From an optimization exercise on the open Yosys and OpenROAD flow, aimed at small area, a short achievable clock period and few clock cycles; shortcuts taken in it are not production practice.
Only simulation tests tie the RTL to the original design; equivalence was not proved.
Power and IR drop assume default switching activity.

==> inputs of willow <==
// processor
module processor(
    input  logic        i_clk,
    input  logic        i_rst,
    output logic [31:0] o_mem_addr,
    output logic        o_mem_wen,
    output logic [31:0] o_mem_wdata,
    output logic [3:0]  o_mem_byte_en,
    input  logic [31:0] i_mem_rdata
);
clock: 14.0 ns
lec_check: 0
cap_margin: 30
core_margin: 2
core_utilization: 35
place_density: 0.45
slew_margin: 30
standard.sh (not shown) runs the stock make flow with config.mk's settings and CLKGATE_MAP_FILE= SYNTH_SCRIPT=/design/flow/synth_recipe.tcl, a recipe that flattens the netlist after the stock synthesis.
==> flow/flow/run.sh <==
#!/bin/bash
# Standard layout (the standard.sh, its synthesis and steps unchanged),
# with repair_timing asked for extra setup slack so that it works on the
# critical paths below the clock period, port buffers of a regular buffer
# cell, and a clock tree with larger sink clusters and no dummy loads.
# Clock and constraints are the standard flow's own.
set -euo pipefail
bash standard.sh SETUP_SLACK_MARGIN=8.5 TNS_END_PERCENT=100 \
  'BUFFER_PORTS_ARGS=-buffer_cell sky130_fd_sc_hd__buf_4' \
  'CTS_ARGS=-sink_clustering_enable -repair_clock_nets -dont_use_dummy_load -sink_clustering_size 24 -sink_clustering_max_diameter 80' \
  finish > standard_flow.log 2>&1
==> inputs of tundra, as changes to willow <==
--- a/flow/design.v
+++ b/flow/design.v
@@ -48,33 +48,30 @@
 logic        wen_q;
 logic [31:0] wdata_q;
 logic [3:0]  be_q;
 logic        s_fetch_q;      
 logic        s_ep_q;         
 logic [11:0] lf_q;           
 logic        ep_q;           
-logic        btb_v;
-logic [11:0] btb_pc, btb_tgt;
 logic        d_v_q;
 logic [11:0] d_pc_q;
 logic        d_ep_q;
-logic        d_btb_q;        
 logic        ld1_v, ld2_v;
 logic [4:0]  ld1_rd, ld2_rd;
 logic [2:0]  ld1_f3, ld2_f3;
 logic [1:0]  ld1_lo, ld2_lo;
 logic        e_v;
 logic        e_ld, e_st, e_br, e_jal, e_jalr;
 logic [2:0]  e_f3;
 logic        e_sub, e_alt, e_wr;
 logic        e_sadd, e_ssh, e_sslt, e_sxor, e_sor, e_sand, e_slink;
 logic [4:0]  e_rd, e_rs1, e_rs2;
-logic [31:0] e_a, e_b;
-logic [11:0] e_pc4, e_tgt;     
-logic        e_pred, e_ep, e_back;
+logic [31:0] e_a, e_b, e_sd;
+logic [11:0] e_pc4, e_tgt;
+logic        e_pred, e_ep;
 assign o_mem_addr    = {18'd0, addr_q};
 assign o_mem_wen     = wen_q;
 assign o_mem_wdata   = wdata_q;
 assign o_mem_byte_en = be_q;
 logic [31:0] ldval;
 logic [15:0] ld_h;
 logic [7:0]  ld_b;
@@ -87,16 +84,14 @@
 end
 logic wait_e, exec;
 assign wait_e = e_v & (ld2_v | (ld1_v & (ld1_rd != 5'd0) &
                                 ((e_rs1 == ld1_rd) | (e_rs2 == ld1_rd) |
                                  (e_wr & (e_rd == ld1_rd)))));
 assign exec = e_v & ~wait_e;
 logic [31:0] sum;
-logic [13:0] asum;           
-assign asum  = e_a[13:0] + {{2{e_tgt[11]}}, e_tgt};
 logic        ltu, lt, eq, taken;
 assign sum   = e_a + (e_sub ? ~e_b : e_b) + {31'd0, e_sub};
 assign ltu   = e_a < e_b;
 assign lt    = (e_a[31] ^ e_b[31]) ? e_a[31] : ltu;
 assign eq    = (e_a == e_b);
 assign taken = (e_f3[2] ? (e_f3[1] ? ltu : lt) : eq) ^ e_f3[0];
 logic        sh_left, sh_fill;
@@ -166,15 +161,15 @@
 );
 logic byp1, byp2, d_bimm;
 logic [31:0] v1, v2, a_next, b_next;
 assign byp1   = exec & e_wr & (e_rd == rs1);
 assign byp2   = exec & e_wr & (e_rd == rs2);
 assign v1     = byp1 ? res : rf_rd1;
 assign v2     = byp2 ? res : rf_rd2;
-assign d_bimm = ~(d_op | d_br | d_st);
+assign d_bimm = ~(d_op | d_br);
 assign b_next = d_bimm ? d_imm : v2;
 always_comb begin
     a_next = v1;
     if (d_lui)   a_next = 32'd0;
     if (d_auipc) a_next = {18'd0, d_pc_q, 2'b00};
 end
 logic        d_old, redir, kill_d, kill_f;
@@ -183,15 +178,15 @@
 always_comb begin
     redir    = 1'b0;
     redir_pc = e_tgt;
     kill_d   = 1'b0;
     kill_f   = 1'b0;
     if (exec) begin
         if (e_jalr) begin
-            redir = 1'b1; redir_pc = asum[13:2]; kill_d = 1'b1; kill_f = 1'b1;
+            redir = 1'b1; redir_pc = sum[13:2]; kill_d = 1'b1; kill_f = 1'b1;
         end else if (e_br | e_jal) begin
             if (!e_pred) begin
                 if (e_jal | taken) begin
                     redir = 1'b1; kill_d = 1'b1; kill_f = 1'b1;
                 end
             end else if (e_jal | taken) begin
                 kill_d = d_old;
@@ -203,18 +198,15 @@
     end
 end
 logic d_adv, late_pred, drop, d_pred, e_mem;
 assign d_adv     = d_v_q & ~kill_d & (~e_v | exec);
 assign e_mem     = exec & (e_ld | e_st);
 assign late_pred = wait_e & (e_br | e_jal) & ~e_pred;
 assign drop      = wait_e & d_v_q;
-assign d_pred    = d_adv & (d_br | d_jal) & ~d_btb_q & ~e_mem & ~redir;
-logic btb_hit, btb_go;
-assign btb_hit = s_fetch_q & btb_v & (addr_q[13:2] == btb_pc);
-assign btb_go  = btb_hit & ~e_mem & ~redir & ~late_pred & ~drop & ~d_pred;
+assign d_pred    = d_adv & (d_br | d_jal) & ~e_mem & ~redir;
 logic        n_kill, ep_n;
 logic [11:0] n_pc, seq_pc;
 assign seq_pc = lf_q + 12'd1;
 always_comb begin
     n_pc   = seq_pc;
     n_kill = kill_f;
     ep_n   = ep_q;
@@ -222,45 +214,39 @@
         n_pc = redir_pc;
     end else if (late_pred) begin
         n_pc = e_tgt; ep_n = ~ep_q; n_kill = d_v_q;
     end else if (drop) begin
         n_pc = d_pc_q; n_kill = 1'b1;
     end else if (d_pred) begin
         n_pc = d_tgt; ep_n = ~ep_q;
-    end else if (btb_go) begin
-        n_pc = btb_tgt; ep_n = ~ep_q;
     end
 end
 logic [31:0] st_data;
 logic [3:0]  st_be;
 always_comb begin
     case (e_f3[1:0])
-        2'b00:   begin st_data = {4{e_b[7:0]}};  st_be = 4'b0001 << asum[1:0]; end
-        2'b01:   begin st_data = {2{e_b[15:0]}}; st_be = asum[1] ? 4'b1100 : 4'b0011; end
-        default: begin st_data = e_b;            st_be = 4'b1111; end
+        2'b00:   begin st_data = {4{e_sd[7:0]}};  st_be = 4'b0001 << sum[1:0]; end
+        2'b01:   begin st_data = {2{e_sd[15:0]}}; st_be = sum[1] ? 4'b1100 : 4'b0011; end
+        default: begin st_data = e_sd;            st_be = 4'b1111; end
     endcase
 end
 always_ff @(posedge i_clk or negedge i_rst) begin
     if (~i_rst) begin
         addr_q    <= 14'd0;
         wen_q     <= 1'b0;
         s_fetch_q <= 1'b1;
         s_ep_q    <= 1'b0;
         lf_q      <= 12'd0;
         ep_q      <= 1'b0;
         d_v_q     <= 1'b0;
         ld1_v     <= 1'b0;
         ld2_v     <= 1'b0;
         e_v       <= 1'b0;
-        btb_v     <= 1'b0;
-        d_btb_q   <= 1'b0;
     end else begin
-        d_btb_q   <= btb_go;
-        if (exec & e_br & e_back & taken) btb_v <= 1'b1;
-        addr_q    <= e_mem ? asum : {n_pc, 2'b00};
+        addr_q    <= e_mem ? sum[13:0] : {n_pc, 2'b00};
         wen_q     <= exec & e_st;
         s_fetch_q <= ~e_mem;
         s_ep_q    <= ep_n;
         if (~e_mem) lf_q <= n_pc;
         ep_q      <= ep_n;
         d_v_q     <= s_fetch_q & ~n_kill;
         ld1_v     <= exec & e_ld;
@@ -269,21 +255,17 @@
     end
 end
 always_ff @(posedge i_clk) begin
     wdata_q <= st_data;
     be_q    <= st_be;
     d_pc_q  <= addr_q[13:2];
     d_ep_q  <= s_ep_q;
-    if (exec & e_br & e_back & taken) begin
-        btb_pc  <= e_pc4 - 12'd1;
-        btb_tgt <= e_tgt;
-    end
     ld1_rd  <= e_rd;
     ld1_f3  <= e_f3;
-    ld1_lo  <= asum[1:0];
+    ld1_lo  <= sum[1:0];
     ld2_rd  <= ld1_rd;
     ld2_f3  <= ld1_f3;
     ld2_lo  <= ld1_lo;
     if (~wait_e) begin
         e_ld     <= d_ld;
         e_st     <= d_st;
         e_br     <= d_br;
@@ -301,22 +283,25 @@
         e_slink  <= d_jal | d_jalr;
         e_wr     <= (d_op | d_opi | d_lui | d_auipc | d_jal | d_jalr) & (rd != 5'd0);
         e_rd     <= rd;
         e_rs1    <= (d_lui | d_auipc | d_jal) ? 5'd0 : rs1;
         e_rs2    <= (d_op | d_st | d_br) ? rs2 : 5'd0;
         e_a      <= a_next;
         e_b      <= b_next;
+        e_sd     <= v2;
         e_pc4    <= d_pc4;
-        e_tgt    <= (d_ld | d_st | d_jalr) ? d_imm[11:0] : d_tgt;
-        e_pred   <= d_pred | d_btb_q;
-        e_ep     <= d_btb_q ? ~d_ep_q : ep_n;
-        e_back   <= ir[31];
+        e_tgt    <= d_tgt;
+        e_pred   <= d_pred;
+        e_ep     <= ep_n;
     end else begin
         if (late_pred) begin
             e_pred <= 1'b1;
             e_ep   <= ep_n;
         end
         if (ld2_v & (ld2_rd != 5'd0) & (e_rs1 == ld2_rd)) e_a <= ldval;
-        if (ld2_v & (ld2_rd != 5'd0) & (e_rs2 == ld2_rd)) e_b <= ldval;
+        if (ld2_v & (ld2_rd != 5'd0) & (e_rs2 == ld2_rd)) begin
+            if (e_st) e_sd <= ldval;
+            else      e_b  <= ldval;
+        end
     end
 end
 endmodule
==> flow/run.sh (new file) <==
#!/bin/bash
# synth_recipe.tcl (not shown) runs the flow's synth.tcl, then flattens the netlist and writes it again
# the make line also repeats each setting of config.mk as NAME=value (left out here)
make -C /OpenROAD-flow-scripts/flow DESIGN_CONFIG=/design/flow/config.mk WORK_HOME=/design/flow/orfs CLKGATE_MAP_FILE= SYNTH_SCRIPT=/design/flow/synth_recipe.tcl finish
==> flow/config.mk (replaced) <==
export PLATFORM = sky130hd
export DESIGN_NAME = processor
export DESIGN_NICKNAME = processor
export VERILOG_FILES = /design/flow/design.v
export SDC_FILE = /design/flow/constraint.sdc
export NUM_CORES = 4
export LEC_CHECK = 0
export CAP_MARGIN = 20
export CORE_MARGIN = 2
export CORE_UTILIZATION = 30
export PLACE_DENSITY = 0.4
export SLEW_MARGIN = 20
removed: flow/flow/run.sh
removed: flow/standard.sh
==> inputs of garnet, as changes to willow <==
--- a/flow/design.v
+++ b/flow/design.v
@@ -7,20 +7,19 @@
     input  logic [4:0]  ra2,
     output logic [31:0] rd1,
     output logic [31:0] rd2
 );
 logic [31:1][31:0] rf;
 logic [31:0] wsel, sel1, sel2;
 always_comb begin
-    wsel = '0;
-    sel1 = '0;
-    sel2 = '0;
-    wsel[wa]  = we;
-    sel1[ra1] = 1'b1;
-    sel2[ra2] = 1'b1;
+    for (int k = 0; k < 32; k++) begin
+        wsel[k] = we & (wa == k);
+        sel1[k] = (ra1 == k);
+        sel2[k] = (ra2 == k);
+    end
 end
 genvar i;
 generate
     for (i = 1; i < 32; i++) begin : g_r
         always_ff @(posedge i_clk) begin
             if (wsel[i]) rf[i] <= wd;
         end
@@ -61,18 +60,18 @@
 logic        ld1_v, ld2_v;
 logic [4:0]  ld1_rd, ld2_rd;
 logic [2:0]  ld1_f3, ld2_f3;
 logic [1:0]  ld1_lo, ld2_lo;
 logic        e_v;
 logic        e_ld, e_st, e_br, e_jal, e_jalr;
 logic [2:0]  e_f3;
-logic        e_sub, e_alt, e_wr;
+logic        e_sub, e_alt, e_wr, e_bimm;
 logic        e_sadd, e_ssh, e_sslt, e_sxor, e_sor, e_sand, e_slink;
 logic [4:0]  e_rd, e_rs1, e_rs2;
-logic [31:0] e_a, e_b;
+logic [31:0] e_a, e_b, e_imm;
 logic [11:0] e_pc4, e_tgt;     
 logic        e_pred, e_ep, e_back;
 assign o_mem_addr    = {18'd0, addr_q};
 assign o_mem_wen     = wen_q;
 assign o_mem_wdata   = wdata_q;
 assign o_mem_byte_en = be_q;
 logic [31:0] ldval;
@@ -86,41 +85,42 @@
     else                ldval = {{24{~ld2_f3[2] & ld_b[7]}}, ld_b};
 end
 logic wait_e, exec;
 assign wait_e = e_v & (ld2_v | (ld1_v & (ld1_rd != 5'd0) &
                                 ((e_rs1 == ld1_rd) | (e_rs2 == ld1_rd) |
                                  (e_wr & (e_rd == ld1_rd)))));
 assign exec = e_v & ~wait_e;
-logic [31:0] sum;
+logic [31:0] opb, sum;
+assign opb   = e_bimm ? e_imm : e_b;
 logic [13:0] asum;           
 assign asum  = e_a[13:0] + {{2{e_tgt[11]}}, e_tgt};
 logic        ltu, lt, eq, taken;
-assign sum   = e_a + (e_sub ? ~e_b : e_b) + {31'd0, e_sub};
-assign ltu   = e_a < e_b;
-assign lt    = (e_a[31] ^ e_b[31]) ? e_a[31] : ltu;
+assign sum   = e_a + (e_sub ? ~opb : opb) + {31'd0, e_sub};
+assign ltu   = e_a < opb;
+assign lt    = (e_a[31] ^ opb[31]) ? e_a[31] : ltu;
 assign eq    = (e_a == e_b);
 assign taken = (e_f3[2] ? (e_f3[1] ? ltu : lt) : eq) ^ e_f3[0];
 logic        sh_left, sh_fill;
 logic [31:0] sh_src, sh_out, sh_res;
 logic [32:0] sh_ext;
 always_comb begin
     sh_left = ~e_f3[2];
     for (int k = 0; k < 32; k++) sh_src[k] = sh_left ? e_a[31-k] : e_a[k];
     sh_fill = e_alt & e_a[31] & ~sh_left;
-    sh_ext  = $signed({sh_fill, sh_src}) >>> e_b[4:0];
+    sh_ext  = $signed({sh_fill, sh_src}) >>> opb[4:0];
     sh_out  = sh_ext[31:0];
     for (int k = 0; k < 32; k++) sh_res[k] = sh_left ? sh_out[31-k] : sh_out[k];
 end
 logic [31:0] res;
 assign res = ({32{e_sadd}}  & sum)
            | ({32{e_ssh}}   & sh_res)
            | ({32{e_sslt}}  & {31'd0, e_f3[0] ? ltu : lt})
-           | ({32{e_sxor}}  & (e_a ^ e_b))
-           | ({32{e_sor}}   & (e_a | e_b))
-           | ({32{e_sand}}  & (e_a & e_b))
+           | ({32{e_sxor}}  & (e_a ^ opb))
+           | ({32{e_sor}}   & (e_a | opb))
+           | ({32{e_sand}}  & (e_a & opb))
            | ({32{e_slink}} & {18'd0, e_pc4, 2'b00});
 logic [31:0] ir;
 assign ir = i_mem_rdata;
 logic [4:0] op;
 logic d_jal, d_jalr, d_br, d_ld, d_st, d_opi, d_op, d_lui, d_auipc;
 assign op      = ir[6:2];
 assign d_jal   =  op[4] &  op[1];
@@ -141,16 +141,18 @@
 logic [31:0] imm_i, imm_s, imm_u, imm_b, imm_j, d_imm;
 assign imm_i = {{20{ir[31]}}, ir[31:20]};
 assign imm_s = {{20{ir[31]}}, ir[31:25], ir[11:7]};
 assign imm_u = {ir[31:12], 12'd0};
 assign imm_b = {{19{ir[31]}}, ir[31], ir[7], ir[30:25], ir[11:8], 1'b0};
 assign imm_j = {{11{ir[31]}}, ir[31], ir[19:12], ir[20], ir[30:21], 1'b0};
 assign d_imm = d_st ? imm_s : ((d_lui | d_auipc) ? imm_u : imm_i);
-logic [11:0] d_tgt, d_pc4;
-assign d_tgt = d_pc_q + (d_jal ? imm_j[13:2] : imm_b[13:2]);
+logic [11:0] d_tgt, d_tgt_b, d_tgt_j, d_pc4;
+assign d_tgt_b = d_pc_q + imm_b[13:2];
+assign d_tgt_j = d_pc_q + imm_j[13:2];
+assign d_tgt   = d_jal ? d_tgt_j : d_tgt_b;
 assign d_pc4 = d_pc_q + 12'd1;
 logic        rf_we;
 logic [4:0]  rf_wa;
 logic [31:0] rf_wd, rf_rd1, rf_rd2;
 assign rf_we = ld2_v | (exec & e_wr);
 assign rf_wa = ld2_v ? ld2_rd : e_rd;
 assign rf_wd = ld2_v ? ldval : res;
@@ -160,22 +162,20 @@
     .wa    (rf_wa),
     .wd    (rf_wd),
     .ra1   (rs1),
     .ra2   (rs2),
     .rd1   (rf_rd1),
     .rd2   (rf_rd2)
 );
-logic byp1, byp2, d_bimm;
-logic [31:0] v1, v2, a_next, b_next;
+logic byp1, byp2;
+logic [31:0] v1, v2, a_next;
 assign byp1   = exec & e_wr & (e_rd == rs1);
 assign byp2   = exec & e_wr & (e_rd == rs2);
 assign v1     = byp1 ? res : rf_rd1;
 assign v2     = byp2 ? res : rf_rd2;
-assign d_bimm = ~(d_op | d_br | d_st);
-assign b_next = d_bimm ? d_imm : v2;
 always_comb begin
     a_next = v1;
     if (d_lui)   a_next = 32'd0;
     if (d_auipc) a_next = {18'd0, d_pc_q, 2'b00};
 end
 logic        d_old, redir, kill_d, kill_f;
 logic [11:0] redir_pc;
@@ -300,15 +300,17 @@
         e_sand   <= (d_op | d_opi) & (f3 == 3'b111);
         e_slink  <= d_jal | d_jalr;
         e_wr     <= (d_op | d_opi | d_lui | d_auipc | d_jal | d_jalr) & (rd != 5'd0);
         e_rd     <= rd;
         e_rs1    <= (d_lui | d_auipc | d_jal) ? 5'd0 : rs1;
         e_rs2    <= (d_op | d_st | d_br) ? rs2 : 5'd0;
         e_a      <= a_next;
-        e_b      <= b_next;
+        e_b      <= v2;
+        e_imm    <= d_imm;
+        e_bimm   <= ~(d_op | d_br | d_st);
         e_pc4    <= d_pc4;
         e_tgt    <= (d_ld | d_st | d_jalr) ? d_imm[11:0] : d_tgt;
         e_pred   <= d_pred | d_btb_q;
         e_ep     <= d_btb_q ? ~d_ep_q : ep_n;
         e_back   <= ir[31];
     end else begin
         if (late_pred) begin
==> flow/flow/run.sh (replaced) <==
#!/bin/bash
# Standard layout (the standard.sh, its synthesis and steps unchanged),
# with repair_timing asked for extra setup slack so that it works on the
# critical paths below the clock period, port buffers of a regular buffer
# cell, and a clock tree with larger sink clusters and no dummy loads.
# Clock and constraints are the standard flow's own.
set -euo pipefail
bash standard.sh SETUP_SLACK_MARGIN=9.5 TNS_END_PERCENT=100 \
  'BUFFER_PORTS_ARGS=-buffer_cell sky130_fd_sc_hd__buf_4' \
  'CTS_ARGS=-sink_clustering_enable -repair_clock_nets -dont_use_dummy_load -sink_clustering_size 24 -sink_clustering_max_diameter 80' \
  finish > standard_flow.log 2>&1
==> comparison table <==
|  | willow | garnet | tundra |
|---|---|---|---|
| Synthesized-area fraction occupied by adder cells | 3.343% | 3.125% | 2.996% |
| Drt total wl | 298,000 µm | 385,100 µm | 339,800 µm |
| Layout cells sized above 1 | 15.99% | 34.21% | 14.24% |
| Setup WS post-layout | 8.350 ns | 8.894 ns | 6.425 ns |
| Met3 WL | 30,200 µm | 54,890 µm | 34,410 µm |
| Wl on met1 | 112,900 µm | 131,800 µm | 128,500 µm |
| Slew at the pin with the worst max-slew slack | 1.115 ns | 1.518 ns | 1.221 ns |
| Post-placement worst setup slack | 6.956 ns | 7.678 ns | 5.636 ns |
| Number of clock buffer instances in the layout | 84 | 88 | 175 |
| FF+latch count | 1,244 | 1,276 | 1,249 |
| Initial Util | 35.24% | 35.33% | 30.12% |
| Power Internal | 6.975 mW | 7.842 mW | 9.387 mW |
| Critical register-to-register path endpoint | addr_q[8] | u_rf.rf[686] | u_rf.rf[92] |
| Compound-cell area share of the yosys netlist | 20.21% | 20.24% | 20.21% |
| Number of flops mapped to enable cells by yosys | 1,140 | 1,172 | 1,147 |
| Critical Path Stages | 14 | 16 | 15 |
| Worst Path Max Fanout | 32 | 5 | 26 |
| Average vias per placed instance | 6.798 | 7.213 | 6.638 |
| Multi-input gate share of the layout cell area | 36.00% | 34.81% | 33.77% |
| Clock transition at the register clock pins on the worst setup and hold paths after CTS | 0.08 ns | 0.08 ns | 0.06 ns |
| Run status | timing/DRC/antenna clean | complete, but fails checks | timing/DRC/antenna clean |
| Layout check failures | - | capacitance limit, slew limit | - |
| Critical Path Max Stage Delay | 0.46 ns | 0.35 ns | 0.88 ns |
| Met1 track demand over resource in global routing | 40.50% | 45.81% | 38.72% |
Testbench counts of willow, summed over its fixed seeds: cycles 83,611.
Testbench counts of tundra, summed over its fixed seeds: cycles 87,695.
Testbench counts of garnet, summed over its fixed seeds: cycles 83,611.

## what the ideal ports hide
Ports are ideal in the flow. The routed layouts listed here were re-timed in OpenROAD. Step 1 (the two cells are an assumption about what drives the block):
set clk [get_ports {i_clk}]
set_driving_cell -lib_cell sky130_fd_sc_hd__clkbuf_16 $clk
set_driving_cell -lib_cell sky130_fd_sc_hd__buf_2 [delete_from_list [all_inputs] $clk]
Step 2 adds t to the input delays and takes it off the output delays; t is the mean of the earliest and latest rising clock arrival at the registers after step 1. Input paths then give back, and output paths get back, about the clock's delay inside the block. Slacks: no drivers / after step 1 / after step 2; pairs: no drivers / after step 1.
run | shift t [ns] | slack for setup (ns) | cell pins on the clock port's net
willow | 0.821 | 8.350 / 8.391 / 7.570 | 1
tundra | 0.902 | 6.425 / 6.492 / 5.590 | 1
garnet | 0.812 | 8.894 / 8.908 / 8.096 | 1
For tundra, which loses most, drivers alone change the setup slack by +0.067 ns; drivers and shift together by -0.835 ns.
